From an optimization exercise on the open Yosys and OpenROAD flow, aimed at small area, a short achievable clock period and few clock cycles per item; shortcuts taken in it are not production practice. In this exercise RTL edits were held to simulation tests only and were not proved equivalent to the original. Power figures rest on the tool's default switching activity, not on a simulated workload.

Design viterbi_decoder, start of the top module:
module viterbi_decoder(clk, rst, en, data, data_out, done_flag);
For scale: about 570 cells after synthesis, about 24 flip-flops, about 3100 sq um of cells after synthesis.
clock: 5.0 ns
lec_check: 0
abc_area: 1
cap_margin: 20
core_margin: 2
core_utilization: 40
setup_slack_margin: 0.45
slew_margin: 20
standard.sh (not shown) runs the stock make flow with config.mk's settings and CLKGATE_MAP_FILE= SYNTH_SCRIPT=/design/flow/synth_recipe.tcl, a recipe that flattens the netlist after the stock synthesis.
==> flow/flow/run.sh <==
#!/bin/bash
# The standard layout (the standard.sh, on the standard synthesis script) with two
# changes:
#  - ADDER_MAP_FILE is empty, so Yosys does not extract half/full adders into
#    sky130 ha/fa cells before ABC; ABC maps that logic with the rest.
#  - the port buffers inserted before global placement are sky130_fd_sc_hd__buf_1
#    instead of the resizer's default pick (a clkdlybuf4s50 delay cell).
# Registers and their names are those of the standard synthesis.
set -euo pipefail
export BUFFER_PORTS_ARGS="-buffer_cell sky130_fd_sc_hd__buf_1"
bash standard.sh ADDER_MAP_FILE= finish > standard.log 2>&1
Testbench counts at the start, summed over its fixed seeds: cycles 1,280, blocks 1,280.
Then changed:
--- a/flow/flow/run.sh
+++ b/flow/flow/run.sh
@@ -6 +6 @@
-#  - the port buffers inserted before global placement are sky130_fd_sc_hd__buf_1
+#  - the port buffers inserted before global placement are sky130_fd_sc_hd__buf_2
@@ -10 +10 @@
-export BUFFER_PORTS_ARGS="-buffer_cell sky130_fd_sc_hd__buf_1"
+export BUFFER_PORTS_ARGS="-buffer_cell sky130_fd_sc_hd__buf_2"
- CORE_UTILIZATION: 40 -> 55
Outcome:
- cell area is about the same
- worst hold slack improves by 0.016 ns
- clock power barely changes

========
== v50 ==
Another version of the RTL of viterbi_decoder (not shown whole).
==> flow/config.mk <==
export PLATFORM = sky130hd
export DESIGN_NAME = viterbi_decoder
export DESIGN_NICKNAME = viterbi_decoder
export VERILOG_FILES = /design/flow/design.v
export SDC_FILE = /design/flow/constraint.sdc
export NUM_CORES = 4
export LEC_CHECK = 0
export ABC_AREA = 1
export CAP_MARGIN = 20
export CORE_MARGIN = 2
export CORE_UTILIZATION = 40
export SLEW_MARGIN = 20
==> flow/constraint.sdc <==
create_clock -name core_clock -period 5.0 [get_ports {clk}]
set_input_delay 1.0000 -clock core_clock [delete_from_list [all_inputs] [get_ports {clk}]]
set_output_delay 1.0000 -clock core_clock [all_outputs]
set_load 0.01 [all_outputs]
==> flow/flow/run.sh <==
#!/bin/bash
# The standard layout (the standard.sh, unchanged synthesis), except that the
# port buffers inserted before global placement are sky130_fd_sc_hd__buf_2
# instead of the resizer's default pick (a clkdlybuf4s50 delay cell).
set -euo pipefail
export BUFFER_PORTS_ARGS="-buffer_cell sky130_fd_sc_hd__buf_2"
bash standard.sh finish > standard.log 2>&1
Testbench counts of v50, summed over its fixed seeds: cycles 1,280, blocks 1,280.
Input changes introduced in v2 (baseline for comparison: v50):
- SETUP_SLACK_MARGIN: unset -> 0.7
Timing, DRC, antenna: 0 failures across v50 and v2
v2 — cell count about 2.7% higher, v50 as reference
When the final numbers for v50 and v2 were put side by side, the end-of-flow core utilization turned out to be greater in v2.
Compared with v50, v2 shows total sequential power higher by about 3%.
> inputs changed (v2 -> v56)
- changing SETUP_SLACK_MARGIN from 0.7 to 1.0
Notes after the runs:
- v2 has completed all stages; timing, DRC and antenna checks passed.
- No stage failed in v56, and the final checks on the layout all came back clean.
- v56 ended up with cut_q[21]$_DFF_P_ as its critical path startpoint; v2 ended up with cut_q[22]$_DFF_P_.
- Taking v2 as the reference, in v56 largest net degree at the start of global routing was more or less identical; critical-path maximum fanout went up by 2; global-route usage went up by 0.97 points.
Input-level comparison between v41 and v56:
- swapping 1.0 for 0.2 in SETUP_SLACK_MARGIN
==> flow/flow/run.sh <==
#!/bin/bash
# The standard layout (the standard.sh, on the standard synthesis script) with two
# changes:
#  - ADDER_MAP_FILE is empty, so Yosys does not extract half/full adders into
#    sky130 ha/fa cells before ABC; ABC maps that logic with the rest.
#  - the port buffers inserted before global placement are sky130_fd_sc_hd__buf_2
#    instead of the resizer's default pick (a clkdlybuf4s50 delay cell).
# Registers and their names are those of the standard synthesis.
set -euo pipefail
export BUFFER_PORTS_ARGS="-buffer_cell sky130_fd_sc_hd__buf_2"
bash standard.sh ADDER_MAP_FILE= finish > standard.log 2>&1
Results
- v41 did not stop at any stage, and its layout met the timing, design-rule and antenna checks.
- Delta (v41 minus v56): clock group total power barely changed, die area lost about 8%, part of the Yosys area used for sequential elements moved up.
- Wire length, v41 vs v56: down by a few percent
- v41 vs. v56: relative area change from synthesis to final layout went down by 18 points.
- Summary of v41 over v56: number of combinational gates with multiple inputs increased 5.2%, area of all placed cells without fillers decreased 1000 um^2, slack of the critical path decreased 0.42 ns, setup slack at placement decreased 0.027 ns.
- Relative to v56, the total placed instance area of v41 is lower by 320 um^2.
Inputs modified between v41 and v33:
- SETUP_SLACK_MARGIN now 0.35, was 0.2
==> results.txt <==
v33: PASS, flow complete, no timing, DRC or antenna violations
Unique cell type count in the Yosys netlist: v41 vs v33 identical
Compared with v41, in v33 met3 capacity usage during global routing held; total power increased by 0.54% relative to the old numbers; area added between synthesis and finish went up by 0.72 points.
v33 and v41 ended up with roughly the same filler-free cell count of the finished design.
From v41 to v33 the numbers moved as follows: wire length neither gained nor lost much; final non-filler cell area picked up an extra 0.66%.
Against v41, v33 comes in about 2.5% lower on total length of routed met3 wires.
diff inputs: v33 => v15
- SETUP_SLACK_MARGIN changed from 0.35 to 0.5
## What came out
[compare] base=v33 new=v15: data arrival time of the critical path fell by 0.08 ns; area taken by multi-input logic gates saw an increase; detailed-route wire length increased by about 1.6% relative to the old numbers; core utilization grew by 1.9 points.

========
Setup of quartz:
viterbi_decoder again, from the RTL that the note above started with.
clock: 5.0 ns
lec_check: 0
abc_area: 1
cap_margin: 20
core_margin: 2
core_utilization: 40
setup_slack_margin: 0.8
slew_margin: 20
==> flow/flow/run.sh <==
#!/bin/bash
# The standard layout (the standard.sh, on the standard synthesis script) with two
# changes:
#  - ADDER_MAP_FILE is empty, so Yosys does not extract half/full adders into
#    sky130 ha/fa cells before ABC; ABC maps that logic with the rest.
#  - the port buffers inserted before global placement are sky130_fd_sc_hd__buf_2
#    instead of the resizer's default pick (a clkdlybuf4s50 delay cell).
# Registers and their names are those of the standard synthesis.
set -euo pipefail
export BUFFER_PORTS_ARGS="-buffer_cell sky130_fd_sc_hd__buf_2"
bash standard.sh ADDER_MAP_FILE= finish > standard.log 2>&1
quartz: all stages complete, timing, DRC and antenna checks passed
Testbench counts of quartz, summed over its fixed seeds: cycles 1,280, blocks 1,280.
## Diff of input files: lagoon against quartz
# quartz
export LEC_CHECK = 0
export ABC_AREA = 1
export CAP_MARGIN = 20
export CORE_MARGIN = 2
export CORE_UTILIZATION = 40
export SETUP_SLACK_MARGIN = 0.8
export SLEW_MARGIN = 20
create_clock -name core_clock -period 5.0 [get_ports {clk}]
# lagoon
export LEC_CHECK = 0
export ABC_AREA = 1
export CAP_MARGIN = 20
export CORE_MARGIN = 2
export CORE_UTILIZATION = 40
export SLEW_MARGIN = 20
create_clock -name core_clock -period 5.0 [get_ports {clk}]
### Flow results
Combinational share of power: higher on quartz
The flow did not stop early for lagoon: all stages ran, and the layout cleared the timing, design-rule and antenna checks.
For routed length on met3, dividing the value from quartz by the value from lagoon gives 1.3.
In terms of worst hold margin, quartz and lagoon differ only marginally.
Run comparison: lagoon cell type of the slowest stage on the worst timing path dfxtp_1; quartz cell type of the slowest stage on the worst timing path dfxtp_4

## separate check: timing with driven ports
Ports are ideal in the flow. The routed layouts listed here were re-timed in OpenROAD. Step 1 sets driving cells, clkbuf_16 on the clock port and buf_2 on the other inputs (assumed; they add their load-dependent delay and slew). Step 2 also shifts input and output timing later by t, the mid clock arrival at the registers, as if the neighbouring blocks saw the same clock. Three values: ideal ports, drivers, drivers and shift; two values: the first two.
run	t (ns)	slack for setup (ns)	worst hold slack (ns)	latest minus earliest clock arrival (ns)	worst register clock-pin slew, ns
the first run of note 1	0.289	0.761 / 0.731 / 1.020	0.523 / 0.514 / 0.803	0.005 / 0.006	0.08 / 0.08
the second run of note 1	0.296	0.760 / 0.729 / 1.025	0.539 / 0.529 / 0.825	0.013 / 0.013	0.09 / 0.09
v50	0.293	0.524 / 0.495 / 0.789	0.540 / 0.533 / 0.826	0.013 / 0.013	0.09 / 0.09
v2	0.295	0.888 / 0.859 / 0.805	0.539 / 0.531 / 0.826	0.014 / 0.014	0.09 / 0.09
v56	0.296	0.895 / 0.866 / 1.012	0.539 / 0.531 / 0.827	0.013 / 0.012	0.09 / 0.09
v41	0.291	0.474 / 0.447 / 0.738	0.544 / 0.538 / 0.829	0.003 / 0.002	0.09 / 0.09
v33	0.290	0.631 / 0.604 / 0.894	0.544 / 0.538 / 0.829	0.002 / 0.003	0.09 / 0.09
v15	0.291	0.706 / 0.680 / 0.962	0.544 / 0.538 / 0.829	0.004 / 0.004	0.09 / 0.09
quartz	0.289	0.790 / 0.764 / 0.965	0.544 / 0.538 / 0.827	0.006 / 0.005	0.09 / 0.09
lagoon	0.290	0.363 / 0.336 / 0.626	0.544 / 0.538 / 0.829	0.002 / 0.003	0.09 / 0.09
After both steps every run listed still meets setup and hold. The setup slack of v2, which loses most, moves by -0.029 ns with the drivers and by -0.083 ns with both steps.
